What follows belongs to an exercise in optimizing a design on an open flow for small area and a short achievable clock period; a production flow would make more cautious choices.
Function was checked by simulation only, so behaviour that the tests miss may differ from the original.

Setup of quartz:
==> flow/design.v (excerpt) <==
module MrSimSimulation(input clk, input reset,
    input [63:0] io_enq_dat,
    input  io_enq_val,
    output io_enq_rdy,
    output[63:0] io_deq_dat,
    output io_deq_val,
    input  io_deq_rdy
);
==> flow/config.mk <==
export PLATFORM = sky130hd
export DESIGN_NAME = MrSimSimulation
export DESIGN_NICKNAME = MrSimSimulation
export VERILOG_FILES = /design/flow/design.v
export SDC_FILE = /design/flow/constraint.sdc
export NUM_CORES = 4
export LEC_CHECK = 0
export CAP_MARGIN = 20
export CORE_MARGIN = 2
export CORE_UTILIZATION = 40
export PLACE_DENSITY = 0.6
export SLEW_MARGIN = 20
export SYNTH_HIERARCHICAL = 1
export SYNTH_MINIMUM_KEEP_SIZE = 0
==> flow/constraint.sdc <==
create_clock -name core_clock -period 17.0 [get_ports {clk}]
set_input_delay 3.4000 -clock core_clock [delete_from_list [all_inputs] [get_ports {clk}]]
set_output_delay 3.4000 -clock core_clock [all_outputs]
set_load 0.01 [all_outputs]
standard.sh (not shown) runs the stock make flow with config.mk's settings and CLKGATE_MAP_FILE= SYNTH_SCRIPT=/design/flow/synth_recipe.tcl, a recipe that flattens the netlist after the stock synthesis.
==> flow/flow/run.sh <==
#!/bin/bash
# Standard synthesis, then the standard layout with the resizer aiming for a setup slack margin,
# small port buffers and a smaller clock tree.
set -euo pipefail
bash standard.sh synth > synth.log 2>&1
bash standard.sh SETUP_SLACK_MARGIN=12.4 BUFFER_PORTS_ARGS='-buffer_cell sky130_fd_sc_hd__buf_1' 'CTS_ARGS=-sink_clustering_enable -repair_clock_nets -dont_use_dummy_load -buf_list sky130_fd_sc_hd__clkbuf_16 -sink_clustering_size 36 -sink_clustering_max_diameter 100' finish > layout.log 2>&1
Changes in harbor relative to quartz:
==> flow/flow/run.sh <==
#!/bin/bash
# Standard synthesis, then the standard layout with the resizer aiming for a setup slack margin,
# small port buffers and a smaller clock tree.
set -euo pipefail
bash standard.sh synth > synth.log 2>&1
bash standard.sh SETUP_SLACK_MARGIN=12.4 BUFFER_PORTS_ARGS='-buffer_cell sky130_fd_sc_hd__buf_1' 'CTS_ARGS=-sink_clustering_enable -repair_clock_nets -dont_use_dummy_load -buf_list sky130_fd_sc_hd__clkbuf_16 -sink_clustering_size 30 -sink_clustering_max_diameter 140' finish > layout.log 2>&1
==> run notes <==
Every run in the comparison, harbor and quartz, completed the flow with a clean layout.
Going from quartz to harbor, synthesized cell count did not really move; number of placed I/O pins stayed essentially flat.
Re non-clock buffer count: no difference whatsoever between quartz and harbor.
As far as area after synthesis goes, harbor and quartz are indistinguishable; the numbers are identical.
Reported for harbor and quartz, total negative slack turned out identical to the last digit.
As far as final-layout clock buffer total goes, harbor and quartz are indistinguishable; the numbers are identical.
Looking at harbor and quartz, the sequential share of layout area is a wash.
Re final instance area: no difference whatsoever between quartz and harbor.
Diff quartz..harbor | row count | unchanged

Another version of the RTL of MrSimSimulation (not shown whole).
Size in the first run: ~1300 cells after synthesis, about 190 flip-flops, roughly 130 I/O pins, ~15000 sq um of cells after synthesis.
export LEC_CHECK = 0
export CAP_MARGIN = 20
export CORE_MARGIN = 2
export CORE_UTILIZATION = 40
export PLACE_DENSITY = 0.6
export SLEW_MARGIN = 20
export SYNTH_HIERARCHICAL = 1
export SYNTH_MINIMUM_KEEP_SIZE = 0
create_clock -name core_clock -period 17.0 [get_ports {clk}]
==> flow/flow/run.sh <==
#!/bin/bash
# Standard synthesis, then the standard layout with the resizer aiming for a setup slack margin,
# small port buffers and a smaller clock tree.
set -euo pipefail
bash standard.sh synth > synth.log 2>&1
bash standard.sh SETUP_SLACK_MARGIN=12.4 BUFFER_PORTS_ARGS='-buffer_cell sky130_fd_sc_hd__buf_1' 'CTS_ARGS=-sink_clustering_enable -repair_clock_nets -dont_use_dummy_load -buf_list sky130_fd_sc_hd__clkbuf_16 -sink_clustering_size 30 -sink_clustering_max_diameter 100' finish > layout.log 2>&1
Then changed:
==> flow/flow/run.sh (replaced) <==
#!/bin/bash
# Standard synthesis, then the standard layout with the resizer aiming for a setup slack margin,
# small port buffers and a smaller clock tree.
set -euo pipefail
bash standard.sh synth > synth.log 2>&1
bash standard.sh SETUP_SLACK_MARGIN=12.35 BUFFER_PORTS_ARGS='-buffer_cell sky130_fd_sc_hd__buf_1' 'CTS_ARGS=-sink_clustering_enable -repair_clock_nets -dont_use_dummy_load -buf_list sky130_fd_sc_hd__clkbuf_16 -sink_clustering_size 30 -sink_clustering_max_diameter 100' finish > layout.log 2>&1
=> The new run completed without violations. Cell count barely changes. First-iteration DRC count climbs by 0.95%. Utilization shrinks by 0.28 points. Clock-buffer cell count stays the same. Final area goes down by 0.62%. Synthesized area stays the same. Wire length climbs by about 2.7%. Sequential share of layout area climbs by 0.12 points. Via count falls by about 0.9%. Worst setup slack loses 0.0084 ns.
Then changed:
==> flow/flow/run.sh (replaced) <==
#!/bin/bash
# Standard synthesis, then the standard layout with the resizer aiming for a setup slack margin,
# small port buffers and a smaller clock tree.
set -euo pipefail
bash standard.sh synth > synth.log 2>&1
bash standard.sh SETUP_SLACK_MARGIN=12.35 BUFFER_PORTS_ARGS='-buffer_cell sky130_fd_sc_hd__buf_1' 'CTS_ARGS=-sink_clustering_enable -repair_clock_nets -dont_use_dummy_load -buf_list sky130_fd_sc_hd__clkbuf_16 -sink_clustering_size 30 -sink_clustering_max_diameter 100 -sink_clustering_levels 1' finish > layout.log 2>&1
Outcome: Clock skew does not change; cell count is unchanged; via count stays the same; maximum frequency stays the same; final area does not change; clock-buffer cell count stays the same; routed wire length does not change; hold slack does not change; critical path depth stays the same.

MrSimSimulation again, from the RTL that the note above started with.
export LEC_CHECK = 0
export CAP_MARGIN = 20
export CORE_MARGIN = 2
export CORE_UTILIZATION = 40
export PLACE_DENSITY = 0.6
export SLEW_MARGIN = 20
export SYNTH_HIERARCHICAL = 1
export SYNTH_MINIMUM_KEEP_SIZE = 0
create_clock -name core_clock -period 17.0 [get_ports {clk}]
==> flow/flow/run.sh <==
#!/bin/bash
# Standard synthesis, then the standard layout with the resizer aiming for a setup slack margin,
# small port buffers and a smaller clock tree.
set -euo pipefail
bash standard.sh synth > synth.log 2>&1
bash standard.sh SETUP_SLACK_MARGIN=12.35 BUFFER_PORTS_ARGS='-buffer_cell sky130_fd_sc_hd__buf_2' 'CTS_ARGS=-sink_clustering_enable -repair_clock_nets -dont_use_dummy_load -buf_list sky130_fd_sc_hd__clkbuf_16 -sink_clustering_size 30 -sink_clustering_max_diameter 100' finish > layout.log 2>&1
Change:
==> flow/flow/run.sh (replaced) <==
#!/bin/bash
# Standard synthesis, then the standard layout with the resizer aiming for a setup slack margin,
# small port buffers and a smaller clock tree.
set -euo pipefail
bash standard.sh synth > synth.log 2>&1
bash standard.sh SETUP_SLACK_MARGIN=12.35 BUFFER_PORTS_ARGS='-buffer_cell sky130_fd_sc_hd__buf_1' 'CTS_ARGS=-sink_clustering_enable -repair_clock_nets -dont_use_dummy_load -buf_list sky130_fd_sc_hd__clkbuf_16 -sink_clustering_size 30 -sink_clustering_max_diameter 100 -sink_clustering_levels 2' finish > layout.log 2>&1
=> Via count barely changes. Sequential share of layout area rose by 0.19 points. Final cell count stays flat. Design area fell by 0.65%. Register-to-register slack degrades by 50 ps.
Change:
==> flow/flow/run.sh (replaced) <==
#!/bin/bash
# Standard synthesis, then the standard layout with the resizer aiming for a setup slack margin,
# small port buffers and a smaller clock tree.
set -euo pipefail
bash standard.sh synth > synth.log 2>&1
bash standard.sh SETUP_SLACK_MARGIN=12.45 BUFFER_PORTS_ARGS='-buffer_cell sky130_fd_sc_hd__buf_1' 'CTS_ARGS=-sink_clustering_enable -repair_clock_nets -dont_use_dummy_load -buf_list sky130_fd_sc_hd__clkbuf_16 -sink_clustering_size 30 -sink_clustering_max_diameter 100' finish > layout.log 2>&1
Result: The new run passed the timing, DRC and antenna checks; synthesized cell count is unchanged; design area goes up by 1.8%; setup slack gains 38 ps; flip-flop and latch count does not change; clock-buffer cell count does not change.

MrSimSimulation, a different RTL version from the one above (not shown whole).
Size in the first run: ~1300 cells after synthesis, roughly 130 I/O pins, ~0.016 sq mm of cells after synthesis.
export LEC_CHECK = 0
export CAP_MARGIN = 20
export CORE_MARGIN = 2
export CORE_UTILIZATION = 40
export PLACE_DENSITY = 0.6
export SLEW_MARGIN = 20
export SYNTH_HIERARCHICAL = 1
export SYNTH_MINIMUM_KEEP_SIZE = 0
create_clock -name core_clock -period 17.0 [get_ports {clk}]
==> flow/flow/run.sh <==
#!/bin/bash
# Standard synthesis, then the standard layout with the resizer aiming for a setup slack margin,
# small port buffers and a smaller clock tree.
set -euo pipefail
bash standard.sh synth > synth.log 2>&1
bash standard.sh SETUP_SLACK_MARGIN=12.3 BUFFER_PORTS_ARGS='-buffer_cell sky130_fd_sc_hd__buf_1' 'CTS_ARGS=-sink_clustering_enable -repair_clock_nets -dont_use_dummy_load -buf_list sky130_fd_sc_hd__clkbuf_16 -sink_clustering_size 30 -sink_clustering_max_diameter 100' finish > layout.log 2>&1
Change:
==> flow/flow/run.sh (replaced) <==
#!/bin/bash
# Standard synthesis, then the standard layout with the resizer aiming for a setup slack margin,
# small port buffers and a smaller clock tree.
set -euo pipefail
bash standard.sh synth > synth.log 2>&1
bash standard.sh SETUP_SLACK_MARGIN=12.2 BUFFER_PORTS_ARGS='-buffer_cell sky130_fd_sc_hd__buf_1' 'CTS_ARGS=-sink_clustering_enable -repair_clock_nets -dont_use_dummy_load -buf_list sky130_fd_sc_hd__clkbuf_8 -sink_clustering_size 40' finish > layout.log 2>&1
What happened: Maximum frequency fell by 2.5%; via count stays flat; global-route usage rose by 0.44 points; sequential cell count stays the same; critical path depth rose by 3; cell area is about the same.

==> re-timing with driven ports <==
Ports are ideal in the flow. The routed layouts listed here were re-timed in OpenROAD.
Step 1 (the two cells are an assumption about what drives the block):
set clk [get_ports {clk}]
set_driving_cell -lib_cell sky130_fd_sc_hd__clkbuf_16 $clk
set_driving_cell -lib_cell sky130_fd_sc_hd__buf_2 [delete_from_list [all_inputs] $clk]
Step 2 times the ports against the registers' clock, not the clock port: input delays grow and output delays shrink by t, the midpoint of the rising clock arrivals with the driver on.
a / b / c = no drivers / after step 1 / after step 2; a / b = the first two.
| run | t (ns) | setup WS [ns] | hold WS [ns] | worst setup path at the end |
|---|---|---|---|---|
| quartz | 0.482 | 12.427 / 12.433 / 11.964 | 0.309 / 0.309 / 0.309 | input to register |
| harbor | 0.482 | 12.427 / 12.433 / 11.964 | 0.309 / 0.309 / 0.309 | input to register |
| the first run of note 2 | 0.469 | 12.437 / 12.458 / 11.990 | 0.319 / 0.319 / 0.319 | input to register |
| the second run of note 2 | 0.466 | 12.428 / 12.448 / 11.983 | 0.317 / 0.317 / 0.317 | input to register |
| the third run of note 2 | 0.466 | 12.428 / 12.448 / 11.983 | 0.317 / 0.317 / 0.317 | input to register |
| the first run of note 3 | 0.469 | 12.402 / 12.413 / 11.944 | 0.301 / 0.301 / 0.301 | input to register |
| the second run of note 3 | 0.466 | 12.428 / 12.448 / 11.983 | 0.317 / 0.317 / 0.317 | input to register |
| the third run of note 3 | 0.467 | 12.467 / 12.466 / 11.999 | 0.316 / 0.316 / 0.316 | input to register |
| the first run of note 4 | 0.504 | 12.402 / 12.403 / 11.919 | 0.302 / 0.302 / 0.302 | input to register |
| the second run of note 4 | 0.557 | 12.284 / 12.284 / 11.746 | 0.320 / 0.320 / 0.320 | input to register |
After both steps every run listed still meets setup and hold. The setup slack of the second run of note 4, which loses most, moves by 0.000 ns with the drivers and by -0.538 ns with both steps.
